Background: an optimization exercise with open tools, aiming at small area. Do not read the settings as production practice. RTL that was checked went through simulation tests only; none was proved equivalent to the original. Only the layout flow was run in run 2; the RTL was not checked for function there. Power and IR drop assume default switching activity.

## flow/design.v (module list and top-level ports; edited modules follow where they fit)
// module crc32_gen: 56 lines
// module timeout_lfsr: 16 lines
// module mac_tx_mode: 149 lines
// module mac_tx: 221 lines
// module mac_rx: 282 lines
// module mac_layer: 83 lines
// module arp_cache: 48 lines
// module arp_tx: 254 lines
// module arp_rx: 205 lines
// module arp_mac_top: 114 lines
// module icmp_rx_ram_8_256: 45 lines
// module icmp: 344 lines
// module ip_tx_mode: 159 lines
// module ip_tx: 287 lines
// module ip_rx: 219 lines
// module ip_layer: 125 lines
// module udp_shift_register: 16 lines
// module udp_tx: 167 lines
// module udp_rx: 130 lines
// module udp_layer: 59 lines
// module udp_ip_mac_top: 139 lines
module udp_ip_mac_top #(
    parameter       LOCAL_MAC = 48'h3C_2B_1A_09_4D_5E,
    parameter       LOCAL_IP  = 32'hC0_A8_01_6E,
    parameter       LOCL_PORT = 16'hF0F0,
    parameter       DEST_MAC  = 48'h04_D9_F5_89_43_66,
    parameter       DEST_IP   = 32'hC0_A8_01_69,
    parameter       DEST_PORT = 16'hA0A0 
)(
    input           rgmii_clk,
    input           rstn,
    input           app_data_in_valid,
    input   [7:0]   app_data_in,      
    input   [15:0]  app_data_length,    
    input           app_data_request, 
    output          udp_send_ack,   
    input           arp_req,
    output          arp_found,
    output          mac_not_exist,
    output          mac_send_end,
    output  [7:0]   udp_rec_rdata ,       
    output  [15:0]  udp_rec_data_length,      
    output          udp_rec_data_valid,        
    output          mac_data_valid,
    output  [7:0]   mac_tx_data,   
    input           rx_en,         
    input   [7:0]   mac_rx_datain
);
  // ...
==> flow/run.sh <==
#!/bin/bash
# synth_recipe.tcl (not shown) runs the flow's synth.tcl, then flattens the netlist and writes it again
# the make line also repeats each setting of config.mk as NAME=value (left out here)
make -C /OpenROAD-flow-scripts/flow DESIGN_CONFIG=/design/flow/config.mk WORK_HOME=/design/flow/orfs CLKGATE_MAP_FILE= SYNTH_SCRIPT=/design/flow/synth_recipe.tcl finish
==> flow/config.mk <==
export PLATFORM = sky130hd
export DESIGN_NAME = udp_ip_mac_top
export DESIGN_NICKNAME = udp_ip_mac_top
export VERILOG_FILES = /design/flow/design.v
export SDC_FILE = /design/flow/constraint.sdc
export NUM_CORES = 4
export LEC_CHECK = 0
export CAP_MARGIN = 20
export CORE_MARGIN = 2
export CORE_UTILIZATION = 55
export CTS_BUF_LIST = sky130_fd_sc_hd__clkbuf_8
export CTS_CLUSTER_DIAMETER = 45
export CTS_CLUSTER_SIZE = 18
export GPL_TIMING_DRIVEN = 0
export PLACE_DENSITY = 0.7
export SLEW_MARGIN = 20
==> flow/constraint.sdc <==
create_clock -name core_clock -period 8.0 [get_ports {rgmii_clk}]
set_input_delay 1.6000 -clock core_clock [delete_from_list [all_inputs] [get_ports {rgmii_clk}]]
set_output_delay 1.6000 -clock core_clock [all_outputs]
set_load 0.01 [all_outputs]
==> results list, run 1 <==
- The run finished with no timing, DRC or antenna violations.
* Number of nets still failing antenna checks after routing: 0
* Synthesized-area fraction occupied by ao, oa, aoi and oai cells: 0.0809
- Routed met1 length: 97200 microns
* Die height: 418 microns
- In this run the worst setup path begins at ip_layer.ip_tx.ip_send_cnt[12].
- In this run the static leakage power is 0.0393 uW.
* Worst reg-to-reg setup slack: 2.88 ns
- Tightest Hold Check Type: flop to flop
- Clock buffers in the final layout number 311.
- Placer Congestion: 0.961
- Length of the first detailed-routing pass in iterations: 6
- Bufs and invs on worst path: 2
- For this run, the slowest stage of the critical path takes 0.60 ns.
- By count the netlist is led by sky130_fd_sc_hd__dfxtp_1, sky130_fd_sc_hd__nor2_1, sky130_fd_sc_hd__nand3_1.
- Seq area share: 0.639
* Remaining design rule violation count: 0
* Biggest consumer: registers
- Num sequential: 3190
- End-of-flow core utilization: 0.613
- Number of synthesized flops with an enable pin: 264
* Port Buffer Count: 75
- The number of gates resized after CTS was 0.
* Vias after detailed routing: 58200
* Number of max-capacitance violations reported: 0
* Latest clock arrival within the worst-skew pair: 1.11 ns
- After synthesis, the largest family of logic cells by area is simple AND/OR/NAND/NOR gates.
- Counting flops with an async set or reset pin after synthesis yields a share of 0.000313.
- Routed WL: 221000 microns
* Cell with the most instances after synthesis: sky130_fd_sc_hd__dfxtp_1
* Final number of hold-violating endpoints: 0
* Initial standard-cell utilization of the core: 0.555
- By area the synthesized netlist is led by sky130_fd_sc_hd__dfxtp_1, sky130_fd_sc_hd__edfxtp_1, sky130_fd_sc_hd__xnor2_1.
- STA classifies the critical path startpoint as a flop.
- The multi-input combinational cells in the finished layout cover a total of 0.0260 sq mm.
- The die covers 0.175 sq mm.
- Area fraction of the dominant cell type after synthesis: 0.621
- Overall power: 26900 uW
==> module mac_rx, before the edit <==
module mac_rx #(
    parameter              LOCAL_MAC = 48'h3C_2B_1A_09_4D_5E
)(
    input                  clk,   
    input                  rstn,    
    input                  rx_en,
    input      [7:0]       mac_rx_datain,
    input                  checksum_err,      
    input                  ip_rx_end,         
    input                  arp_rx_end,        
    output reg             ip_rx_req,         
    output reg             arp_rx_req,        
    output     [7:0]       mac_rx_dataout,
    output reg             mac_rec_error ,
    output                 mac_rx_dest_mac_ok     
);
    reg [4:0]               mac_rx_cnt        ;
    reg                     preamble_m       ;    
    reg [3:0]               preamble_cnt     ;
    reg                     ft_hi08, ft_lo00, ft_lo06 ;    
    wire                    ft_ip  = ft_hi08 & ft_lo00 ;
    wire                    ft_arp = ft_hi08 & ft_lo06 ;
    wire                    preamble_ok = preamble_m & (preamble_cnt == 4'd8) ;
    wire                    rx_en_posedge    ;
    reg                     rx_en_1d         ;
    reg [7:0]               mac_rx_data_1d   ;
    reg [7:0]               mac_rx_data_2d   ;
    reg [7:0]               mac_rx_data_3d   ;
    wire timeout_hit ;
    reg                     crc_error        ;
    assign mac_rx_dataout = mac_rx_data_3d ;
    assign rx_en_posedge  = ~rx_en_1d & rx_en ;
    parameter IDLE                =  3'd0 ;
    parameter REC_PREAMBLE        =  3'd1 ;
    parameter REC_MAC_HEAD        =  3'd2 ;
    parameter REC_IDENTIFY        =  3'd3 ;
    parameter REC_DATA            =  3'd4 ;
    parameter REC_FCS             =  3'd5 ;
    parameter REC_ERROR           =  3'd6 ;
    parameter REC_END             =  3'd7 ;
    reg [2:0]     rec_state    ;
    reg [2:0]     rec_state_n ;
    always @(posedge clk)
    begin
        if (~rstn)
            rec_state <= IDLE ;
        else 
            rec_state <= rec_state_n ;
    end
    always @(*)
    begin
        case(rec_state)
            IDLE            :  
            begin
                if (rx_en_posedge == 1'b1)
                    rec_state_n = REC_PREAMBLE ;
                else
                    rec_state_n = IDLE ;
            end
            REC_PREAMBLE    :  
            begin
                if (mac_rx_cnt == 7)
                    rec_state_n =  REC_MAC_HEAD  ;
                else
                    rec_state_n =  REC_PREAMBLE    ;
            end
            REC_MAC_HEAD    : 
            begin
                if (!preamble_ok)
                    rec_state_n = REC_ERROR ;
                else if ( mac_rx_cnt == 16'd21)
                    rec_state_n = REC_IDENTIFY ;
                else
                    rec_state_n = REC_MAC_HEAD ; 
            end
            REC_IDENTIFY    : 
            begin
                if (ft_ip || ft_arp)
                    rec_state_n = REC_DATA ;
                else
                    rec_state_n = REC_ERROR ;
            end
            REC_DATA        : 
            begin
                if (checksum_err)
                    rec_state_n = REC_ERROR ;
                else if (ip_rx_end|arp_rx_end)
                    rec_state_n = REC_FCS ;
                else if (timeout_hit)
                    rec_state_n = REC_ERROR ;
                else
                    rec_state_n = REC_DATA ;
            end                               
            REC_FCS         : 
            begin
                if (crc_error)
                    rec_state_n = REC_ERROR ;
                else if (mac_rx_cnt == 5'd27)
                    rec_state_n = REC_END ;
                else
                    rec_state_n = REC_FCS ;
            end
            REC_ERROR :  rec_state_n = IDLE  ;
            REC_END   :  rec_state_n = IDLE  ;
            default   :  rec_state_n = IDLE  ;
        endcase
    end
    always @(posedge clk)
    begin
        if (~rstn)
        begin
            rx_en_1d       <= 1'b0 ;
        end
        else
        begin
            rx_en_1d        <= rx_en ;                         
        end
    end
    always @(posedge clk)
    begin
        mac_rx_data_1d  <= mac_rx_datain ;
        mac_rx_data_2d  <= mac_rx_data_1d ;
        mac_rx_data_3d  <= mac_rx_data_2d ;
    end
    timeout_lfsr timeout_cnt (
        .clk  ( clk ),
        .rstn ( rstn ),
        .run  ( rec_state == REC_DATA ),
        .hit  ( timeout_hit )
    );
    always @(posedge clk)
    begin
        if (rec_state == REC_PREAMBLE || rec_state == REC_MAC_HEAD || rec_state == REC_FCS)
            mac_rx_cnt <= mac_rx_cnt + 1'b1 ;
        else
            mac_rx_cnt <= 5'd0 ;
    end
    always @(posedge clk)
    begin
        if (~rstn)
            mac_rec_error <= 1'b0 ;
        else if (rx_en_posedge)
            mac_rec_error <= 1'b0 ;
        else if (rec_state == REC_ERROR)
            mac_rec_error <= 1'b1 ;
    end
    reg         crcen        ;
    reg         crcre        ;
    reg         crc_eq       ;
    always @(posedge clk)
    begin
        if (~rstn)
        begin
            crcen   <= 1'b0 ;
            crcre   <= 1'b1 ;
        end
        else if ((rec_state == REC_MAC_HEAD && mac_rx_cnt >8) || rec_state == REC_IDENTIFY || rec_state == REC_DATA)
        begin
            crcen   <= 1'b1 ;
            crcre   <= 1'b0 ;
        end
        else if(rec_state == REC_FCS && mac_rx_cnt == 5)
        begin
            crcen   <= 1'b0 ;
            crcre   <= 1'b1 ;
        end
        else
        begin
            crcen   <= 1'b0 ;
            crcre   <= 1'b0 ;
        end
    end
    wire [7:0] crc_data;
    wire       crc_out_en;
    assign crc_out_en = rec_state == REC_FCS;
    crc32_gen crc32_gen(
        .clk           (  clk            ),
        .rstn          (  rstn           ),
        .crc32_init    (  crcre          ),
        .crc32_en      (  crcen          ),
        .crc_read      (  crc_out_en     ),
        .data          (  mac_rx_data_3d ),
        .crc_out       (  crc_data       )
    );
    always @(posedge clk)
    begin
        if (~rstn)
            crc_eq <= 1'b1 ;
        else if (rec_state == REC_FCS && mac_rx_cnt >= 5'd1 && mac_rx_cnt <= 5'd4)
            crc_eq <= (crc_eq | (mac_rx_cnt == 5'd1)) & (crc_data == mac_rx_data_3d) ;
    end
    always @(posedge clk)
    begin
        if (~rstn)
            crc_error <= 1'b0 ;
        else if (rec_state == REC_FCS && mac_rx_cnt == 5)
            crc_error <= ~crc_eq ;
        else
            crc_error <= 1'b0 ;
    end
    always @(posedge clk)
    begin
        if (~rstn) 
            preamble_cnt  <= 4'd0 ;
        else if (rx_en)
        begin
            if (preamble_cnt < 8)
                preamble_cnt <= preamble_cnt + 1'b1 ;
        end
        else
            preamble_cnt <= 4'd0 ;
    end
    always @(posedge clk)
    begin
        if (~rstn)
            preamble_m <= 1'b0 ;
        else if (rx_en)
        begin
            if (preamble_cnt < 8)
                preamble_m <= (preamble_m | (preamble_cnt == 4'd0)) &
                              (mac_rx_datain == ((preamble_cnt == 4'd7) ? 8'hd5 : 8'h55)) ;
        end
        else
            preamble_m <= 1'b0 ;
    end
    reg [5:0] dmac_m ;
    always @(posedge clk)
    begin
        if (~rstn)
            dmac_m <= 6'd0 ;
        else if (rec_state == REC_MAC_HEAD)
        begin
            case(mac_rx_cnt)
                5'd8    : dmac_m[5] <= (mac_rx_data_1d == LOCAL_MAC[47:40]) ;
                5'd9    : dmac_m[4] <= (mac_rx_data_1d == LOCAL_MAC[39:32]) ;
                5'd10   : dmac_m[3] <= (mac_rx_data_1d == LOCAL_MAC[31:24]) ;
                5'd11   : dmac_m[2] <= (mac_rx_data_1d == LOCAL_MAC[23:16]) ;
                5'd12   : dmac_m[1] <= (mac_rx_data_1d == LOCAL_MAC[15:8]) ;
                5'd13   : dmac_m[0] <= (mac_rx_data_1d == LOCAL_MAC[7:0]) ;
                default : ;
            endcase
        end
    end
    assign mac_rx_dest_mac_ok = &dmac_m ;
    always @(posedge clk)
    begin
        if (~rstn)
        begin
            ft_hi08 <= 1'b0 ;
            ft_lo00 <= 1'b1 ;
            ft_lo06 <= 1'b0 ;
        end
        else if (rec_state == REC_MAC_HEAD)
        begin
            if (mac_rx_cnt == 5'd20)
                ft_hi08 <= (mac_rx_data_1d == 8'h08) ;
            if (mac_rx_cnt == 5'd21)
            begin
                ft_lo00 <= (mac_rx_data_1d == 8'h00) ;
                ft_lo06 <= (mac_rx_data_1d == 8'h06) ;
            end
        end
    end
    always @(posedge clk)
    begin
        if (~rstn)
            ip_rx_req <=     1'b0 ;
        else if (rec_state == REC_IDENTIFY &&  ft_ip)
            ip_rx_req <=  1'b1 ;
        else
            ip_rx_req <=  1'b0 ;
    end
    always @(posedge clk)
    begin
        if (~rstn)
            arp_rx_req <= 1'b0 ;
        else if (rec_state == REC_IDENTIFY &&  ft_arp)
            arp_rx_req <= 1'b1 ;
        else
            arp_rx_req <= 1'b0 ;
    end
endmodule
==> module arp_rx, before the edit <==
module arp_rx(
    input                  clk,   
    input                  rstn,    
    input       [31:0]     local_ip_addr,
    input       [47:0]     local_mac_addr,
    input       [ 7:0]     arp_rx_data,                            
    input                  arp_rx_req,                          
    output reg             arp_rx_end,                                      
    input                  arp_reply_ack,           
    output reg             arp_reply_req,           
    output reg [31:0]      arp_rec_sour_ip_addr,          
    output reg [47:0]      arp_rec_sour_mac_addr,               
    output reg             arp_found                       
) ;
    localparam ARP_REQUEST_CODE = 16'h0001 ;
    localparam ARP_REPLY_CODE   = 16'h0002 ;
    reg [3:0]               dip_eq ;       
    reg [3:0]               dip_sub ;      
    reg [5:0]               dmac_eq ;      
    reg                     op_hi0, op_lo1, op_lo2 ;
    reg [6:0]               arp_rx_cnt ;
    wire                    op_request = op_hi0 & op_lo1 ;
    wire                    op_reply   = op_hi0 & op_lo2 ;
    parameter IDLE          = 2'd0 ;
    parameter ARP_REC_DATA  = 2'd1 ;
    parameter ARP_WAIT      = 2'd3 ;
    parameter ARP_END       = 2'd2 ;
    reg [1:0]    state  ;
    reg [1:0]    state_n ;
    always @(posedge clk)
    begin
        if (~rstn)
            state  <=  IDLE  ;
        else
            state  <= state_n ;
    end
    always @(*)
    begin
        case(state)
            IDLE         : 
            begin
                if (arp_rx_req)
                    state_n = ARP_REC_DATA ;
                else
                    state_n = IDLE ;
            end
            ARP_REC_DATA : 
            begin
                if (arp_rx_cnt == 45)
                    state_n = ARP_WAIT     ;
                else
                    state_n = ARP_REC_DATA ;
            end    
            ARP_WAIT     : 
            begin
                if (arp_rx_cnt == 99)
                    state_n = ARP_END     ;
                else
                    state_n = ARP_WAIT ;
            end              
            ARP_END      : state_n = IDLE ; 
            default      : state_n = IDLE ;
        endcase
    end
    always @(posedge clk)
    begin
        if (~rstn)
            arp_rx_end <= 1'b0 ;
        else if (state == ARP_REC_DATA && arp_rx_cnt == 44)
            arp_rx_end <= 1'b1 ;
        else
            arp_rx_end <= 1'b0 ;
    end
    always @(posedge clk)
    begin
        if (~rstn)
            arp_reply_req  <= 1'b0 ;
        else if (arp_rx_req)
            arp_reply_req  <= 1'b0 ;
        else if (arp_reply_ack)
            arp_reply_req  <= 1'b0 ;
        else if (state == ARP_END)
        begin 
            if (op_request && (&dip_sub))          
                arp_reply_req <= 1'b1 ;
        end
    end
    always @(posedge clk)
    begin
      if (~rstn)
        arp_found  <= 1'b0 ;
      else if (state == ARP_END)
      begin 
          if (op_reply && (&dip_eq) && (&dmac_eq))          
              arp_found <= 1'b1 ;
          else
              arp_found  <= 1'b0 ;
      end
      else
          arp_found  <= 1'b0 ;
    end
    always @(posedge clk)
    begin
        if (state == ARP_REC_DATA || state == ARP_WAIT)
            arp_rx_cnt <= arp_rx_cnt + 1'b1 ;
        else
            arp_rx_cnt <= 7'd0 ;
    end
    always @(posedge clk)
    begin
        if (~rstn)
        begin
            op_hi0 <= 1'b1 ;
            op_lo1 <= 1'b0 ;
            op_lo2 <= 1'b0 ;
        end
        else if (state == ARP_REC_DATA && arp_rx_cnt == 7'd6)
            op_hi0 <= (arp_rx_data == 8'h00) ;
        else if (state == ARP_REC_DATA && arp_rx_cnt == 7'd7)
        begin
            op_lo1 <= (arp_rx_data == 8'h01) ;
            op_lo2 <= (arp_rx_data == 8'h02) ;
        end
    end
    always @(posedge clk)
    begin
        if (state == ARP_REC_DATA && arp_rx_cnt == 7'd8)
            arp_rec_sour_mac_addr[47:40] <= arp_rx_data ;
        else if (state == ARP_REC_DATA && arp_rx_cnt == 7'd9)
            arp_rec_sour_mac_addr[39:32] <= arp_rx_data ;
        else if (state == ARP_REC_DATA && arp_rx_cnt == 7'd10)
            arp_rec_sour_mac_addr[31:24] <= arp_rx_data ;
        else if (state == ARP_REC_DATA && arp_rx_cnt == 7'd11)
            arp_rec_sour_mac_addr[23:16] <= arp_rx_data ;
        else if (state == ARP_REC_DATA && arp_rx_cnt == 7'd12)
            arp_rec_sour_mac_addr[15:8] <= arp_rx_data ;
        else if (state == ARP_REC_DATA && arp_rx_cnt == 7'd13)
            arp_rec_sour_mac_addr[7:0] <= arp_rx_data ;
    end
    always @(posedge clk)
    begin
        if (state == ARP_REC_DATA && arp_rx_cnt == 7'd14)
            arp_rec_sour_ip_addr[31:24] <= arp_rx_data ;
        else if (state == ARP_REC_DATA && arp_rx_cnt == 7'd15)
            arp_rec_sour_ip_addr[23:16] <= arp_rx_data ;
        else if (state == ARP_REC_DATA && arp_rx_cnt == 7'd16)
            arp_rec_sour_ip_addr[15:8] <= arp_rx_data ;
        else if (state == ARP_REC_DATA && arp_rx_cnt == 7'd17)
            arp_rec_sour_ip_addr[7:0] <= arp_rx_data ;
    end
    function [5:0] mac_byte_eq_rst;
        input [47:0] m;
        integer k;
        begin
            for (k = 0; k < 6; k = k + 1)
                mac_byte_eq_rst[k] = (m[8*k +: 8] == 8'h00);
        end
    endfunction
    always @(posedge clk)
    begin
        if (~rstn)
            dmac_eq <= mac_byte_eq_rst(local_mac_addr) ;
        else if (state == ARP_REC_DATA && arp_rx_cnt == 7'd18)
            dmac_eq[5] <= (arp_rx_data == local_mac_addr[47:40]) ;
        else if (state == ARP_REC_DATA && arp_rx_cnt == 7'd19)
            dmac_eq[4] <= (arp_rx_data == local_mac_addr[39:32]) ;
        else if (state == ARP_REC_DATA && arp_rx_cnt == 7'd20)
            dmac_eq[3] <= (arp_rx_data == local_mac_addr[31:24]) ;
        else if (state == ARP_REC_DATA && arp_rx_cnt == 7'd21)
            dmac_eq[2] <= (arp_rx_data == local_mac_addr[23:16]) ;
        else if (state == ARP_REC_DATA && arp_rx_cnt == 7'd22)
            dmac_eq[1] <= (arp_rx_data == local_mac_addr[15:8]) ;
        else if (state == ARP_REC_DATA && arp_rx_cnt == 7'd23)
            dmac_eq[0] <= (arp_rx_data == local_mac_addr[7:0]) ;
    end
    always @(posedge clk)
    begin
        if (~rstn)
        begin
            dip_eq  <= {local_ip_addr[31:24] == 8'h00, local_ip_addr[23:16] == 8'h00,
                        local_ip_addr[15:8]  == 8'h00, local_ip_addr[7:0]   == 8'h00} ;
            dip_sub <= 4'hf ;
        end
        else if (state == ARP_REC_DATA && arp_rx_cnt == 7'd24)
        begin
            dip_eq[3]  <= (arp_rx_data == local_ip_addr[31:24]) ;
            dip_sub[3] <= ((arp_rx_data | local_ip_addr[31:24]) == local_ip_addr[31:24]) ;
        end
        else if (state == ARP_REC_DATA && arp_rx_cnt == 7'd25)
        begin
            dip_eq[2]  <= (arp_rx_data == local_ip_addr[23:16]) ;
            dip_sub[2] <= ((arp_rx_data | local_ip_addr[23:16]) == local_ip_addr[23:16]) ;
        end
        else if (state == ARP_REC_DATA && arp_rx_cnt == 7'd26)
        begin
            dip_eq[1]  <= (arp_rx_data == local_ip_addr[15:8]) ;
            dip_sub[1] <= ((arp_rx_data | local_ip_addr[15:8]) == local_ip_addr[15:8]) ;
        end
        else if (state == ARP_REC_DATA && arp_rx_cnt == 7'd27)
        begin
            dip_eq[0]  <= (arp_rx_data == local_ip_addr[7:0]) ;
            dip_sub[0] <= ((arp_rx_data | local_ip_addr[7:0]) == local_ip_addr[7:0]) ;
        end
    end
endmodule
==> module ip_rx, before the edit <==
module ip_rx(
    input                  clk,   
    input                  rstn,  
    input    [31:0]        local_ip_addr,
    input    [47:0]        local_mac_addr,
    input  [7:0]           ip_rx_data,
    input                  ip_rx_req,  
    input                  mac_rx_dest_mac_ok, 
    output reg             udp_rx_req,                    
    output reg             icmp_rx_req,                   
    output reg             ip_addr_check_error,           
    output     [15:0]      upper_layer_data_length,       
    output reg [15:0]      ip_total_data_length,          
    output reg             ip_rx_end,
    output reg             ip_checksum_error
) ;
    function [31:0] checksum_adder;
        input [31:0] dataina;
        input [31:0] datainb;
        begin
            checksum_adder = dataina + datainb;
        end
    endfunction
    function [31:0] checksum_out;
        input [31:0] dataina;
        begin
            checksum_out = dataina[15:0] + dataina[31:16];
        end
    endfunction
    reg  [15:0]            ip_rx_cnt ;
    reg                    proto_udp, proto_icmp ;    
    reg  [15:0]            ip_rec_data_length ;
    reg  [7:0]             ip_rx_data_1d ;
    reg  [3:0]             header_length_buf ;
    wire [5:0]             header_length ;
    parameter IDLE             =  3'd0  ;
    parameter REC_HEADER0      =  3'd1  ;
    parameter REC_HEADER1      =  3'd2  ;
    parameter REC_DATA         =  3'd3  ;
    parameter REC_END          =  3'd4  ;
    reg [2:0]     state      ;
    reg [2:0]     state_n ;
    always @(posedge clk)
    begin
      if (~rstn)
        state <= IDLE ;
      else 
        state <= state_n ;
    end
    always @(*)
    begin
        case(state)
         IDLE            :  
         begin
             if (ip_rx_req == 1'b1)
                 state_n = REC_HEADER0 ;
             else
                 state_n = IDLE ;
         end
         REC_HEADER0    :      
         begin
             if (ip_rx_cnt == 16'd3)
                 state_n = REC_HEADER1 ;
             else
                 state_n = REC_HEADER0 ;
         end
         REC_HEADER1    :      
         begin
             if (cnt_is_hl_m1)
                 state_n = REC_DATA ;
             else
                 state_n = REC_HEADER1 ;
         end
         REC_DATA       :   
         begin
             if (ip_checksum_error || ip_rx_end)
                 state_n = REC_END ;        
             else if (ip_rx_cnt == 16'hffff)
                 state_n = REC_END ;                         
             else
                state_n = REC_DATA ;
         end    
         REC_END        :   state_n = IDLE  ;
         default        :   state_n = IDLE  ;
         endcase
    end
    assign header_length = {header_length_buf,2'd0} ; 
    wire [3:0]             hl_words_m1 = header_length_buf - 4'd1 ;
    wire                   cnt_in_last_word = (header_length_buf != 4'd0) && (ip_rx_cnt[15:6] == 10'd0) && (ip_rx_cnt[5:2] == hl_words_m1) ;
    wire                   cnt_is_hl_m1 = cnt_in_last_word && (ip_rx_cnt[1:0] == 2'b11) ;
    wire                   cnt_is_hl_m2 = cnt_in_last_word && (ip_rx_cnt[1:0] == 2'b10) ;
    always @(posedge clk)
    begin
        if (~rstn)
            ip_rx_end <= 1'b0 ;
        else if (state == REC_DATA && ip_rx_cnt == ip_total_data_length - 3)
            ip_rx_end <= 1'b1 ;
        else
            ip_rx_end <= 1'b0 ;
    end
    always @(posedge clk)
    begin
        if (~rstn)
            ip_addr_check_error <= 1'b0 ;
        else if (state == REC_DATA)
        begin
            if (mac_rx_dest_mac_ok && (&dip_m))                        
                ip_addr_check_error <= 1'b0 ;
            else
                ip_addr_check_error <= 1'b1 ;
        end
        else
            ip_addr_check_error <= 1'b0 ;
    end
    always @(posedge clk)
    begin
        if (~rstn)
            udp_rx_req <= 1'b0 ;
        else if (state == REC_HEADER1 && proto_udp && cnt_is_hl_m2)
            udp_rx_req <= 1'b1 ;
        else
            udp_rx_req <= 1'b0 ;
    end
    always @(posedge clk)
    begin
        if (~rstn)
            icmp_rx_req <= 1'b0 ;
        else if (state == REC_HEADER1 && proto_icmp && cnt_is_hl_m2)
            icmp_rx_req <= 1'b1 ;
        else
            icmp_rx_req <= 1'b0 ;
    end
    assign upper_layer_data_length = ip_rec_data_length - header_length ;
    always @(posedge clk)
        ip_rx_data_1d <= ip_rx_data ;
    always @(posedge clk)
    begin
        if (state == REC_HEADER0 || state == REC_HEADER1 || state == REC_DATA)
            ip_rx_cnt <= ip_rx_cnt + 1'b1 ;
        else
            ip_rx_cnt <= 16'd0 ;
    end
    always @(posedge clk)
    begin
        if (state == REC_HEADER1)
        begin
            if (ip_rec_data_length < 16'd46)
                ip_total_data_length <= 16'd46 ;
            else
                ip_total_data_length <= ip_rec_data_length ;
        end
    end
    always @(posedge clk)
    begin
        if (state == REC_HEADER0 && ip_rx_cnt == 16'd0)
            header_length_buf <= ip_rx_data[3:0] ;
    end
    always @(posedge clk)
    begin
        if (state == REC_HEADER0 && ip_rx_cnt == 16'd2)
            ip_rec_data_length[15:8] <= ip_rx_data  ;
        else if (state == REC_HEADER0 && ip_rx_cnt == 16'd3)
            ip_rec_data_length[7:0] <= ip_rx_data  ;
    end
    always @(posedge clk)
    begin
        if (~rstn)
            begin proto_udp <= 1'b0 ; proto_icmp <= 1'b0 ; end
        else if (state == REC_HEADER1 && ip_rx_cnt == 16'd9)
            begin proto_udp <= (ip_rx_data == 8'h11) ; proto_icmp <= (ip_rx_data == 8'h01) ; end
    end
    reg [3:0] dip_m ;
    always @(posedge clk)
    begin
        if (~rstn)
            dip_m <= 4'd0 ;
        else if (state == REC_HEADER1)
        begin
            if (ip_rx_cnt == 16'd16) dip_m[3] <= (ip_rx_data == local_ip_addr[31:24]) ;
            if (ip_rx_cnt == 16'd17) dip_m[2] <= (ip_rx_data == local_ip_addr[23:16]) ;
            if (ip_rx_cnt == 16'd18) dip_m[1] <= (ip_rx_data == local_ip_addr[15:8]) ;
            if (ip_rx_cnt == 16'd19) dip_m[0] <= (ip_rx_data == local_ip_addr[7:0]) ;
        end
    end
    reg  [16:0] checksum_acc ;
    reg  [2:0]  checksum_cnt ;
    wire        checksum_ok = checksum_acc[16] ? (checksum_acc[15:0] == 16'hfffe) : (checksum_acc[15:0] == 16'hffff) ;
    always @(posedge clk)
    begin
        if (state == REC_HEADER0 || state == REC_HEADER1)
        begin
            if (ip_rx_cnt[0] == 1'b1)
                checksum_acc <= {1'b0, checksum_acc[15:0]} + checksum_acc[16] + {ip_rx_data_1d, ip_rx_data};
        end
        else if (state == IDLE)
            checksum_acc <= 17'd0;
    end
    always @(posedge clk)
    begin
      if (state ==     REC_DATA)
      begin
          if (checksum_cnt == 3'd7)
              checksum_cnt <= checksum_cnt ;
          else
              checksum_cnt <= checksum_cnt + 1'b1 ;
      end
      else
          checksum_cnt <= 3'd0 ;
    end
    always @(posedge clk)
    begin
        if (~rstn)
            ip_checksum_error <= 1'b0 ;
        else if (state == REC_DATA && checksum_cnt == 3'd2)
            ip_checksum_error <= ~checksum_ok ;
        else
            ip_checksum_error <= 1'b0 ;
    end
endmodule
==> module udp_rx, before the edit <==
module udp_rx #(
    parameter              LOCAL_PORT= 16'hF000
)(
    input                  clk,   
    input                  rstn,  
    input      [7:0]       udp_rx_data,
    input                  udp_rx_req,
    input                  ip_checksum_error,
    input                  ip_addr_check_error,
    output reg [7:0]       udp_rec_rdata ,       
    output reg [15:0]      udp_rec_data_length,      
    output reg             udp_rec_data_valid        
);
    reg  [15:0]             udp_rx_cnt ;
    reg  [15:0]             udp_data_length ;
    wire [16:0]             udp_rx_cnt_inc = udp_rx_cnt + 17'd1 ;
    reg                     port_hi_eq, port_lo_eq ;    
    localparam IDLE             =  3'd0  ;
    localparam REC_HEAD         =  3'd1  ;
    localparam REC_DATA         =  3'd2  ;
    localparam REC_ODD_DATA     =  3'd3  ;
    localparam VERIFY_CHECKSUM  =  3'd4  ;
    localparam REC_ERROR        =  3'd5  ;
    localparam REC_END_WAIT     =  3'd6  ;
    localparam REC_END          =  3'd7  ;
    reg [2:0]     state      ;
    reg [2:0]     state_n ;
    always @(posedge clk)
    begin
      if (~rstn)
        state <= IDLE ;
      else 
        state <= state_n ;
    end
    always @(*)
    begin
        case(state)
         IDLE            :
         begin
             if (udp_rx_req == 1'b1)
                 state_n = REC_HEAD ;
             else
                 state_n = IDLE ;
         end
         REC_HEAD       :
         begin
             if (ip_checksum_error | ip_addr_check_error)
                 state_n = REC_ERROR ;
             else if (udp_rx_cnt == 16'd7)
             begin
                 if(port_hi_eq && port_lo_eq)
                     state_n = REC_DATA ;
                 else
                     state_n = REC_ERROR ;
             end
             else
                 state_n = REC_HEAD ;
         end
         REC_DATA       :
         begin
             if (udp_rx_cnt_inc == {1'b0, udp_data_length})    
                 state_n = REC_END ;
             else
                 state_n = REC_DATA ;
         end
         REC_ERROR      : state_n = IDLE  ; 
         REC_END        : state_n = IDLE  ;
         default        : state_n = IDLE  ;
         endcase
    end
    always @(posedge clk)
    begin
        if (~rstn)
        begin
            port_hi_eq <= (LOCAL_PORT == 16'd0) ;
            port_lo_eq <= (LOCAL_PORT == 16'd0) ;
        end
        else if (state == REC_HEAD && udp_rx_cnt == 16'd2)
            port_hi_eq <= (udp_rx_data == LOCAL_PORT[15:8]) ;
        else if (state == REC_HEAD && udp_rx_cnt == 16'd3)
            port_lo_eq <= (udp_rx_data == LOCAL_PORT[7:0]) ;
    end
    always @(posedge clk)
    begin
        if (state == REC_HEAD && udp_rx_cnt > 16'd3 && udp_rx_cnt < 16'd6)
            udp_data_length <= {udp_data_length[7:0],udp_rx_data};
    end
    always @(posedge clk)
    begin
        if (~rstn)
            udp_rec_data_length <= 16'd0 ;
        else if (state == REC_END)
            udp_rec_data_length <= udp_data_length - 16'd8;
    end
    always @(posedge clk)
    begin
        if (~rstn)
            udp_rx_cnt <= 16'd0 ;
        else if (state == REC_HEAD || state == REC_DATA)
            udp_rx_cnt <= udp_rx_cnt_inc[15:0] ;
        else
            udp_rx_cnt <= 16'd0 ;
    end
    always @(posedge clk)
    begin
        if (~rstn)
            udp_rec_rdata <= 8'd0 ;
        else if(udp_rx_cnt > 16'd7 && udp_rx_cnt < udp_data_length)
            udp_rec_rdata <= udp_rx_data ;
    end
    reg  udp_rx_end;
    always @(posedge clk)
    begin
        if (~rstn)
            udp_rx_end <= 1'b0 ;       
        else if (state == REC_END)    
            udp_rx_end <= 1'b1 ;   
        else
            udp_rx_end <= 1'b0 ;    
    end 
    always @(posedge clk)
    begin
        if (~rstn)
            udp_rec_data_valid <= 1'b0 ;
        else if (state == REC_DATA)
            udp_rec_data_valid <= 1'b1 ;
        else
            udp_rec_data_valid <= 1'b0 ;
    end
endmodule
==> run 2, diff against run 1 <==
--- a/flow/design.v
+++ b/flow/design.v
@@ -630,9 +630,7 @@
     );
     always @(posedge clk)
     begin
-        if (~rstn)
-            crc_eq <= 1'b1 ;
-        else if (rec_state == REC_FCS && mac_rx_cnt >= 5'd1 && mac_rx_cnt <= 5'd4)
+        if (rec_state == REC_FCS && mac_rx_cnt >= 5'd1 && mac_rx_cnt <= 5'd4)
             crc_eq <= (crc_eq | (mac_rx_cnt == 5'd1)) & (crc_data == mac_rx_data_3d) ;
     end
     always @(posedge clk)
@@ -658,9 +656,7 @@
     end
     always @(posedge clk)
     begin
-        if (~rstn)
-            preamble_m <= 1'b0 ;
-        else if (rx_en)
+        if (rx_en)
         begin
             if (preamble_cnt < 8)
                 preamble_m <= (preamble_m | (preamble_cnt == 4'd0)) &
@@ -672,9 +668,7 @@
     reg [5:0] dmac_m ;
     always @(posedge clk)
     begin
-        if (~rstn)
-            dmac_m <= 6'd0 ;
-        else if (rec_state == REC_MAC_HEAD)
+        if (rec_state == REC_MAC_HEAD)
         begin
             case(mac_rx_cnt)
                 5'd8    : dmac_m[5] <= (mac_rx_data_1d == LOCAL_MAC[47:40]) ;
@@ -690,13 +684,7 @@
     assign mac_rx_dest_mac_ok = &dmac_m ;
     always @(posedge clk)
     begin
-        if (~rstn)
-        begin
-            ft_hi08 <= 1'b0 ;
-            ft_lo00 <= 1'b1 ;
-            ft_lo06 <= 1'b0 ;
-        end
-        else if (rec_state == REC_MAC_HEAD)
+        if (rec_state == REC_MAC_HEAD)
         begin
             if (mac_rx_cnt == 5'd20)
                 ft_hi08 <= (mac_rx_data_1d == 8'h08) ;
@@ -1225,13 +1213,7 @@
     end
     always @(posedge clk)
     begin
-        if (~rstn)
-        begin
-            op_hi0 <= 1'b1 ;
-            op_lo1 <= 1'b0 ;
-            op_lo2 <= 1'b0 ;
-        end
-        else if (state == ARP_REC_DATA && arp_rx_cnt == 7'd6)
+        if (state == ARP_REC_DATA && arp_rx_cnt == 7'd6)
             op_hi0 <= (arp_rx_data == 8'h00) ;
         else if (state == ARP_REC_DATA && arp_rx_cnt == 7'd7)
         begin
@@ -1275,9 +1257,7 @@
     endfunction
     always @(posedge clk)
     begin
-        if (~rstn)
-            dmac_eq <= mac_byte_eq_rst(local_mac_addr) ;
-        else if (state == ARP_REC_DATA && arp_rx_cnt == 7'd18)
+        if (state == ARP_REC_DATA && arp_rx_cnt == 7'd18)
             dmac_eq[5] <= (arp_rx_data == local_mac_addr[47:40]) ;
         else if (state == ARP_REC_DATA && arp_rx_cnt == 7'd19)
             dmac_eq[4] <= (arp_rx_data == local_mac_addr[39:32]) ;
@@ -1292,13 +1272,7 @@
     end
     always @(posedge clk)
     begin
-        if (~rstn)
-        begin
-            dip_eq  <= {local_ip_addr[31:24] == 8'h00, local_ip_addr[23:16] == 8'h00,
-                        local_ip_addr[15:8]  == 8'h00, local_ip_addr[7:0]   == 8'h00} ;
-            dip_sub <= 4'hf ;
-        end
-        else if (state == ARP_REC_DATA && arp_rx_cnt == 7'd24)
+        if (state == ARP_REC_DATA && arp_rx_cnt == 7'd24)
         begin
             dip_eq[3]  <= (arp_rx_data == local_ip_addr[31:24]) ;
             dip_sub[3] <= ((arp_rx_data | local_ip_addr[31:24]) == local_ip_addr[31:24]) ;
@@ -2441,17 +2415,13 @@
     end
     always @(posedge clk)
     begin
-        if (~rstn)
-            begin proto_udp <= 1'b0 ; proto_icmp <= 1'b0 ; end
-        else if (state == REC_HEADER1 && ip_rx_cnt == 16'd9)
+        if (state == REC_HEADER1 && ip_rx_cnt == 16'd9)
             begin proto_udp <= (ip_rx_data == 8'h11) ; proto_icmp <= (ip_rx_data == 8'h01) ; end
     end
     reg [3:0] dip_m ;
     always @(posedge clk)
     begin
-        if (~rstn)
-            dip_m <= 4'd0 ;
-        else if (state == REC_HEADER1)
+        if (state == REC_HEADER1)
         begin
             if (ip_rx_cnt == 16'd16) dip_m[3] <= (ip_rx_data == local_ip_addr[31:24]) ;
             if (ip_rx_cnt == 16'd17) dip_m[2] <= (ip_rx_data == local_ip_addr[23:16]) ;
@@ -2878,12 +2848,7 @@
     end
     always @(posedge clk)
     begin
-        if (~rstn)
-        begin
-            port_hi_eq <= (LOCAL_PORT == 16'd0) ;
-            port_lo_eq <= (LOCAL_PORT == 16'd0) ;
-        end
-        else if (state == REC_HEAD && udp_rx_cnt == 16'd2)
+        if (state == REC_HEAD && udp_rx_cnt == 16'd2)
             port_hi_eq <= (udp_rx_data == LOCAL_PORT[15:8]) ;
         else if (state == REC_HEAD && udp_rx_cnt == 16'd3)
             port_lo_eq <= (udp_rx_data == LOCAL_PORT[7:0]) ;
==> flow/flow/run.sh (new file) <==
#!/bin/bash
# Layout flow: the standard ORFS flow (standard.sh), with these changes:
#  - synthesis maps adders as plain logic (no full-adder extraction, no
#    Kogge-Stone carry map) and uses an area-oriented ABC script (flow/abc_speed.script, replacing
#    ORFS's abc_speed.script in a linked copy of the scripts folder)
#  - port buffers are buf_1
#  - CTS builds the tree from clkbuf_8 with up to 18 sinks per cluster and
#    inserts no dummy loads
# Each tool's output stays in ORFS's own logs (orfs/logs); make's output is in
# standard_flow.log in this folder.
set -euo pipefail
WORK=$(pwd)
SX=$WORK/scripts_x
mkdir -p "$SX"
for f in "$FLOW_HOME"/scripts/*; do ln -sf "$f" "$SX/"; done
rm -f "$SX/abc_speed.script"
cp "$WORK/flow/abc_speed.script" "$SX/abc_speed.script"
export CTS_ARGS="-sink_clustering_enable -repair_clock_nets -dont_use_dummy_load -buf_list sky130_fd_sc_hd__clkbuf_8 -sink_clustering_size 18 -sink_clustering_max_diameter 45"
export BUFFER_PORTS_ARGS="-buffer_cell sky130_fd_sc_hd__buf_1"
export MAKEFLAGS="ADDER_MAP_FILE= SYNTH_OPERATIONS_ARGS=-nofsm SCRIPTS_DIR=$SX"
bash standard.sh > "$WORK/standard_flow.log" 2>&1
==> flow/flow/abc_speed.script (new file) <==
strash
&get -n
&fraig -x
&put
dc2
strash
dc2
strash
dc2
strash
&get -n
&dch -f
&nf
&dch -f
&nf
&dch -f
&nf
&put
==> flow/standard.sh (new file) <==
#!/bin/bash
# synth_recipe.tcl (not shown) runs the flow's synth.tcl, then flattens the netlist and writes it again
# the make line also repeats each setting of config.mk as NAME=value (left out here)
make -C /OpenROAD-flow-scripts/flow DESIGN_CONFIG=/design/flow/config.mk WORK_HOME=/design/flow/orfs CLKGATE_MAP_FILE= SYNTH_SCRIPT=/design/flow/synth_recipe.tcl "${@:-finish}"
--- a/flow/config.mk
+++ b/flow/config.mk
@@ -8,9 +8,6 @@
 export CAP_MARGIN = 20
 export CORE_MARGIN = 2
 export CORE_UTILIZATION = 55
-export CTS_BUF_LIST = sky130_fd_sc_hd__clkbuf_8
-export CTS_CLUSTER_DIAMETER = 45
-export CTS_CLUSTER_SIZE = 18
 export GPL_TIMING_DRIVEN = 0
 export PLACE_DENSITY = 0.7
 export SLEW_MARGIN = 20
removed: flow/run.sh
==> run 2 against run 1 <==
  * Still clean on timing, DRC and antenna
  * Synthesized area is 6.3% lower
  * Worst hold slack worse by 0.0043 ns
  * First-iteration DRC count is 14% lower
  * Total power is 9.9% lower
  * Non-clock buffer count is 268 lower
  * Clock skew is 0.073 ns higher
  * Synthesized cell count is 13% lower
  * Count of clock-buffer cells in the layout is 70 lower
  * Die area is 6.3% lower
  * Critical path depth is 2 higher
  * Largest cell class unchanged
  * Highest routed layer unchanged
==> results list, run 2 <==
- The run finished with no timing, DRC or antenna violations.
- Final min period: 6.49 ns
* Area fraction of the dominant cell type after synthesis: 0.655 (+0.0339)
* Proportion of layout cells with a drive suffix above 1: 0.0580
* Most common cell after layout, fill and taps aside: sky130_fd_sc_hd__dfxtp_1
- The number of detailed-routing iterations run before antenna repair is 6 (unchanged).
* Ratio of total power to cell area: 253 mW/mm^2
- Tightest Hold Check Type: flop to flop
* Die height: 405 microns (-3.2%)
- For this run, the total global-route usage over all layers was measured as 0.224.
* Area share of fa/ha/maj cells after synthesis: 0.00306
- Leakage power total: 0.0354 uW (-10%)
* Avg Cell Area, Syn: 13.0 sq um
- The synthesized design contains 3190 register bits.
- Clock buffer count from CTS: 241
* Final slew viol count: 0
- Net count, final: 7214
* Cell with the most instances after synthesis: sky130_fd_sc_hd__dfxtp_1
* Logic depth of the worst register-to-register path: 16
- Type of destination of the critical path: flop
- Number of global-route vias before repair: 49300
* Initial standard-cell utilization of the core: 0.552 (-0.00310)
- Remaining design rule violation count: 0 (unchanged)
* Latest clock arrival within the worst-skew pair: 1.08 ns (-0.03 ns)
- Growth of design area from synthesis to finish: 8.64%
- Post-synthesis share of cell area spent on and, or, nand and nor gates: 0.107
- Routed WL: 186000 microns (-16%)
- Cell types occupying the most area after synthesis: sky130_fd_sc_hd__dfxtp_1, sky130_fd_sc_hd__edfxtp_1, sky130_fd_sc_hd__xnor2_1
- Placer Congestion: 0.914 (-4.9%)
* Top library cells by usage in the layout, fill and taps aside: sky130_fd_sc_hd__dfxtp_1, sky130_fd_sc_hd__nor2_1, sky130_fd_sc_hd__nand2_1
- Highest net fanout along the worst path: 18
* Die area: 0.164 sq mm (-6.3%)
- By startpoint and endpoint, the worst setup path is classified as flop to flop.
- Counting distinct cell types in the post-synthesis netlist gives 71.
- Mux contribution to synthesized area: 0.00273
- Slew Limit Headroom: 0.235
- The number of violations of the max-capacitance limit is 0 (unchanged).
* Worst voltage drop across the vdd grid: 0.280 mV
- Clock slew at reported path FFs: 0.08 ns
- Most common library cells after synthesis: sky130_fd_sc_hd__dfxtp_1, sky130_fd_sc_hd__nor2_1, sky130_fd_sc_hd__nand2_1
- After clock tree synthesis, the flow added hold-fix buffers numbering 0.
- The first global-routing pass estimated 283000 microns of wire.
- At the placement stage, the worst setup path has a slack of 1.61 ns.
- Summing all placed instances gives a cell area of 0.0925 sq mm.
- The register with the most flip-flops in the layout has 2048 of them.
- Tightest Pin Transition: 1.14 ns
- The total overflow left after global routing is 0.
- Critical Path Start Type: flop
- At the worst endpoint, the arrival time is 7.18 ns.
- When the netlist entered floorplanning its net count stood at 6810.
* Accumulated negative setup slack: 0 ns
- Across all setup checks in the final design, the least slack found is 1.51 ns.
- Cells along the critical path: nor4_1 -> and4b_1 -> and4_1 -> mux2i_1 -> maj3_1 -> o22ai_1 -> a211oi_1 -> o311ai_0 -> a31oi_1 -> a2111oi_0 -> o31a_1 -> a21o_1 -> a21o_1 -> a211oi_1 -> o32a_1 -> xnor2_1
- Synthesis produced 6772 cells.
* I/O pin cnt: 76
- ip_layer.icmp.icmp_receive_ram.ring holds more flip-flops than any other register.
- Summing every instance area after synthesis gives 0.0883 sq mm.
* Chip width: 405 microns
- Number of sinks driven by the clock tree: 3190
- For this block, the initial DRC count from the detailed router was 4294.
- Largest regs: ip_layer.icmp.icmp_receive_ram.ring: 2048 flops, udp_layer.udp_tx.udp_shift_register.sr: 64 flops, ip_layer.icmp.icmp_receive_ram.dly: 56 flops
- The port buffer count came to 75 (unchanged).
- Setup skew after layout: 0.163 ns
* Final number of hold-violating endpoints: 0 (unchanged)
- Entering global routing, the biggest net connects 75 pins.
- In this run the standard cell core region covers 0.160 sq mm.
- Setup repair after global routing left no endpoint under its margin.
- Biggest area consumer among synthesized cells: sky130_fd_sc_hd__dfxtp_1
- Setup violations remaining at the end of the flow were counted as 0.
- After legalization and detailed placement, the total HPWL measured 126000 microns.
- In the finished design, the share of the clock period the worst path needs comes to 0.811.
* Highest Clock Rate: 0.154 GHz
* Number of antenna violations at the first check in global routing: 6
- Number of setup buffers added after CTS: 0
- Synthesized-area fraction occupied by ao, oa, aoi and oai cells: 0.0913 (+0.0104)
- The highest cell delay on the worst timing path is 0.85 ns (+0.25 ns).
* Fillers: 12500
- Vias after detailed routing: 51000 (-12%)
* Number of synthesized flops with an enable pin: 299 (+13%)
- Hold path cells: 0
* Avg Vias per Cell: 5.50
* Root Driver: sky130_fd_sc_hd__clkbuf_8
- Combinational family with the most area after synthesis: simple AND/OR/NAND/NOR gates
* Standard-cell rows: 147
- STA puts the critical path data required time at 8.68 ns.
- The largest individual stage delay along the critical path comes from the cell sky130_fd_sc_hd__and4_1.
* Worst slack on hold paths: 0.271 ns
- The finished cells cover 0.0960 sq mm.
- The number of gates given a new drive strength after cts is 0 (unchanged).
- Register area share after synthesis: 0.757
- Synth Warn #: 29
- Number of H-tree levels: 4
* Final routed wire length divided by cell count: 20.0 microns
* Clock tree from TritonCTS: yes
- The number of routed nets with antenna violations was 0 (unchanged).
- Worst-case clock buffer depth: 3
* Share of async-settable or async-resettable flops after synthesis: 0.000313 (unchanged)
- Primary FF master, synth: sky130_fd_sc_hd__dfxtp_1
- Share of the synthesized netlist area taken by xor and xnor gates: 0.0350
- The share of the core filled with cells in the final layout is 0.600 (-0.0135).
-- run 2: power by group --
group,total [uW],switching (uW),leakage [uW],internal [uW]
sequential,16600,225,0.0263,16300
clock,7210,4540,0.00173,2670
combinational,476,236,0.00738,240
total,24300,5000,0.0354,19300
-- run 2: per-stage QoR --
stage / total power [uW] / std cells
global route: 25100 / 9264
detailed placement: 17400 / 9015
global placement: 17400 / 8933
CTS: 24400 / 9256
finish: 24300 / 9268
floorplan: 17200 / 6772
-- run 2: path summary, 6_finish.rpt --
| check | start | to | slack [ns] |
|---|---|---|---|
| worst max-delay path | ip_layer.ip_tx.ip_send_cnt[14] | ip_layer.ip_tx.checksum[15] | 1.51 |
| worst min-delay path | ip_layer.icmp.icmp_receive_ram.ring[83][3] | ip_layer.icmp.icmp_receive_ram.ring[84][3] | 0.27 |
| worst max register to register | ip_layer.ip_tx.ip_send_cnt[14] | ip_layer.ip_tx.checksum[15] | 1.51 |
| worst min register to register | ip_layer.icmp.icmp_receive_ram.ring[83][3] | ip_layer.icmp.icmp_receive_ram.ring[84][3] | 0.27 |
| max in group asynchronous | rstn | arp_mac_top_U1.arp_cache.mac_not_exist | 7.05 |
| min in group asynchronous | rstn | arp_mac_top_U1.arp_cache.mac_not_exist | 0.61 |
-- run 2: logic make-up (layout without fill, tap and decap cells) --
kind of cell	count (synthesis)	after routing
adder cells (fa/ha/maj)	27	27
multiplexers	23	23
AND/OR/NAND/NOR	1868	1868
buffers and inverters	107	509
other	0	8
flip-flops	3190	3190
AO/OA/AOI/OAI	1204	1204
XOR/XNOR	353	353
-- run 2: critical path: cells and delay by family, from the launching register on --
kind,cells,cell delay [ns]
AO/OA/AOI/OAI,10,3.04
XOR/XNOR,1,0.14
adder cells (fa/ha/maj),1,0.43
flip-flops,1,0.38
multiplexers,1,0.23
AND/OR/NAND/NOR,3,1.98
-- run 2: area by class of cell --
type / count / area (sq um) / share of cell area
Tap cell: 2086 / 2610 / 0.0272
Timing Repair Buffer: 161 / 1260 / 0.0131
Inverter: 87 / 332 / 0.00346
Clock buffer: 241 / 3320 / 0.0346
Buffer: 20 / 75.1 / 0.000782
Sequential cell: 3190 / 66900 / 0.697
Antenna cell: 8 / 20.0 / 0.000209
Multi-Input combinational cell: 3475 / 21500 / 0.224
-- run 2: metal layers --
metal | up-vias | routed length (microns) | global-route usage | share of wire
met5 | - | 14 | 0 | 0.000075
li1 | 24600 | - | - | -
met2 | 1535 | 84900 | 0.359 | 0.46
met3 | 390 | 10400 | 0.0359 | 0.056
met1 | 24500 | 82900 | 0.304 | 0.45
met4 | 2 | 7470 | 0.0945 | 0.040

afterwards: timing with drivers on the ports:
In the flow no input, the clock included, has a driving cell. The finished layouts below were timed again as built, in two steps.
Step 1: set_driving_cell puts a clkbuf_16 on rgmii_clk and a buf_2 on each other input, an assumption about the parent block.
Step 2 times the ports against the registers' clock, not the clock port: input delays grow and output delays shrink by t, the midpoint of the rising clock arrivals with the driver on.
Three values: no drivers, after step 1, after step 2; two values: the first two.
| run | t, ns | setup slack, ns | cell pins on the clock port's net |
|---|---|---|---|
| run 1 | 1.129 | 2.881 / 2.881 / 2.824 | 1 |
| run 2 | 1.067 | 1.509 / 1.509 / 1.509 | 1 |
After both steps every run listed still meets setup and hold. The setup slack of run 1, which loses most, moves by 0.000 ns with the drivers and by -0.057 ns with both steps.
